What follows belongs to an exercise in optimizing a design on an open flow for small area; a production flow would make more cautious choices. Function was checked by simulation only, so behaviour that the tests miss may differ from the original.

== branch yarrow ==
Design top, start of the top module:
module top(
      clk,
      rst,
      srx_c,
      srx_d,
      pwm_a,
      pwm_b,
      led1,
      led2,
      led3,
      led4,
      led5,
      led6,
      output_switch0,
      output_switch1,
      output_switch2,
      output_switch3,
      output0_from_A,
      output1_from_A,
      output2_from_A,
      output3_from_A,
      output0_from_B,
      output1_from_B,
      output2_from_B,
      output3_from_B,
      sw0,
      sw1,
      sw2,
      reset_CPUA_pad,
      reset_CPUB_pad,
      power_on_A_pad,
      power_on_B_pad,
      GPIO_A,
      GPIO_B
    );
Size in the first run: ~120 I/O pins, ~19000 um2 of cells after synthesis.
==> flow/config.mk <==
export PLATFORM = sky130hd
export DESIGN_NAME = top
export DESIGN_NICKNAME = top
export VERILOG_FILES = /design/flow/design.v
export SDC_FILE = /design/flow/constraint.sdc
export NUM_CORES = 4
export LEC_CHECK = 0
export CAP_MARGIN = 20
export CORE_MARGIN = 2
export CORE_UTILIZATION = 65
export PLACE_DENSITY = 0.75
export SLEW_MARGIN = 20
==> flow/constraint.sdc <==
create_clock -name core_clock -period 8.0 [get_ports {clk}]
set_input_delay 1.6000 -clock core_clock [delete_from_list [all_inputs] [get_ports {clk}]]
set_output_delay 1.6000 -clock core_clock [all_outputs]
set_load 0.01 [all_outputs]
standard.sh (not shown) runs the stock make flow with config.mk's settings and CLKGATE_MAP_FILE= SYNTH_SCRIPT=/design/flow/synth_recipe.tcl, a recipe that flattens the netlist after the stock synthesis.
==> flow/flow/run.sh <==
#!/bin/bash
# Own layout flow: the standard flow (standard.sh), with
#   - port buffers of the smallest buffer cell (buf_1);
#   - a clock tree of clkbuf_4 leaf clusters of at most 10 sinks within
#     40 um, without dummy loads;
#   - the standard synthesis's combinational logic mapped again for area
#     (flow/remap.tcl): its flip-flops are kept as they are, same cells and
#     names; only the gates between them are re-mapped by ABC.
# Everything else (floorplan, power grid, taps, placement, routing) is the
# standard flow's. Each tool's full output goes to a log file here:
# flow_synth.log (standard synthesis), flow_remap.log (re-mapping),
# flow_make.log (the rest of the standard flow).
set -uo pipefail
KNOBS=("BUFFER_PORTS_ARGS=-buffer_cell sky130_fd_sc_hd__buf_1"
       "CTS_ARGS=-sink_clustering_enable -repair_clock_nets -dont_use_dummy_load -buf_list sky130_fd_sc_hd__clkbuf_4 -sink_clustering_size 10 -sink_clustering_max_diameter 40")
RES=orfs/results/${FLOW_PLATFORM}/top/base
LOGS=orfs/logs/${FLOW_PLATFORM}/top/base

bash standard.sh "${KNOBS[@]}" synth > flow_synth.log 2>&1 || { tail -n 30 flow_synth.log; exit 1; }

# re-map the combinational logic of the standard netlist
cp "$RES/1_2_yosys.v" "$RES/1_2_yosys_standard.v"
export REMAP_IN="$RES/1_2_yosys_standard.v"
export REMAP_OUT="$RES/1_2_yosys_remap.v"
export REMAP_LIB="$FLOW_HOME/platforms/${FLOW_PLATFORM}/lib/sky130_fd_sc_hd__tt_025C_1v80.lib"
export REMAP_DONT_USE="$(grep -m1 -- '-dont_use' "$LOGS/1_2_yosys.log" | grep -oE -- '-dont_use [^ ]+' | tr '\n' ' ')"
export REMAP_SEQ="$(grep -oE 'sky130_fd_sc_hd__(e?dfx[a-z]*|df[rs][a-z]*|dfbbp|sdf[a-z]*|dl[a-z]*)_[0-9]+' "$REMAP_IN" | sort -u | tr '\n' ' ')"
"$FLOW_HOME/../tools/install/yosys/bin/yosys" -c flow/remap.tcl > flow_remap.log 2>&1 || { tail -n 30 flow_remap.log; exit 1; }
# same flip-flops, by cell type and name, or keep the standard netlist
ff() { grep -oE 'sky130_fd_sc_hd__(e?dfx[a-z]*|df[rs][a-z]*|dfbbp|sdf[a-z]*|dl[a-z]*)_[0-9]+ +[^ ]+' "$1" | sort; }
if [[ -s "$REMAP_OUT" ]] && cmp -s <(ff "$REMAP_IN") <(ff "$REMAP_OUT"); then
  cp "$REMAP_OUT" "$RES/1_2_yosys.v"
  echo "re-mapped netlist used" >> flow_remap.log
else
  echo "re-mapped netlist NOT used" >> flow_remap.log
fi

bash standard.sh "${KNOBS[@]}" finish > flow_make.log 2>&1
status=$?
tail -n 30 flow_make.log
exit $status
==> flow/flow/remap.tcl <==
# Re-map the combinational gates of a mapped netlist for area. The flip-flop
# cells are made black boxes, so they, their names and their connections
# stay exactly as they are; every other cell is replaced by its function,
# and ABC maps that logic again with an area-oriented script.
yosys read_liberty -ignore_miss_func $::env(REMAP_LIB)
yosys read_verilog $::env(REMAP_IN)
yosys hierarchy -top top
yosys blackbox {*}$::env(REMAP_SEQ)
yosys flatten
yosys hierarchy -top top
yosys opt -purge
yosys abc -liberty $::env(REMAP_LIB) {*}$::env(REMAP_DONT_USE) -script "+strash;&get -n;&st;&dch;&nf -a -F 20 -A 20;&put;topo;dnsize -c"
yosys setundef -zero
yosys splitnets
yosys opt_clean -purge
yosys hilomap -singleton -hicell sky130_fd_sc_hd__conb_1 HI -locell sky130_fd_sc_hd__conb_1 LO
yosys insbuf -buf sky130_fd_sc_hd__buf_4 A X
yosys opt_clean -purge
yosys rename -hide w:_*_.*
yosys tee -o remap_stat.txt stat -liberty $::env(REMAP_LIB)
yosys write_verilog -noattr -nohex -nodec $::env(REMAP_OUT)
--- input diff branch yarrow..branch willow ---
diff --git a/flow/flow/remap.tcl b/flow/flow/remap.tcl
--- a/flow/flow/remap.tcl
+++ b/flow/flow/remap.tcl
@@ -10,5 +10,5 @@
 yosys hierarchy -top top
 yosys opt -purge
-yosys abc -liberty $::env(REMAP_LIB) {*}$::env(REMAP_DONT_USE) -script "+strash;&get -n;&st;&dch;&nf -a -F 20 -A 20;&put;topo;dnsize -c"
+yosys abc -liberty $::env(REMAP_LIB) {*}$::env(REMAP_DONT_USE) -script "+strash;&get -n;&st;&dch;&nf -a;&put;topo;dnsize -c"
 yosys setundef -zero
 yosys splitnets
==> results.txt <==
branch willow closes out successfully: all stages finished, all timing, DRC and antenna checks passed.
Delta (branch willow minus branch yarrow): flip-flop and latch count about even; count of buffers not belonging to the clock network in the layout fell 2; final non-filler cell area about even; cell area after technology mapping about even; total nets after synthesis rose 0.73%.
Sort branch yarrow and branch willow by final core utilization desc -> top: branch willow

[separate check: timing with driven ports]
The results above use ideal ports. As a check the final layouts listed here were re-extracted and re-timed, cells and wires unchanged. Step 1 (the two cells are an assumption about what drives the block):
set clk [get_ports {clk}]
set_driving_cell -lib_cell sky130_fd_sc_hd__clkbuf_16 $clk
set_driving_cell -lib_cell sky130_fd_sc_hd__buf_2 [delete_from_list [all_inputs] $clk]
Step 2, shift: input delay + t, output delay - t, t = (earliest + latest rising clock arrival at the registers) / 2. This alone moves slack from input paths to output paths. a / b / c = ideal ports / drivers / drivers and shift; a / b = the first two.
| run | t, ns | setup slack, ns | worst hold slack (ns) |
|---|---|---|---|
| branch yarrow | 0.778 | 3.859 / 3.859 / 3.859 | 0.381 / 0.381 / 0.381 |
| branch willow | 0.720 | 3.826 / 3.826 / 3.826 | 0.383 / 0.383 / 0.383 |
After both steps setup and hold are still met in every run listed.
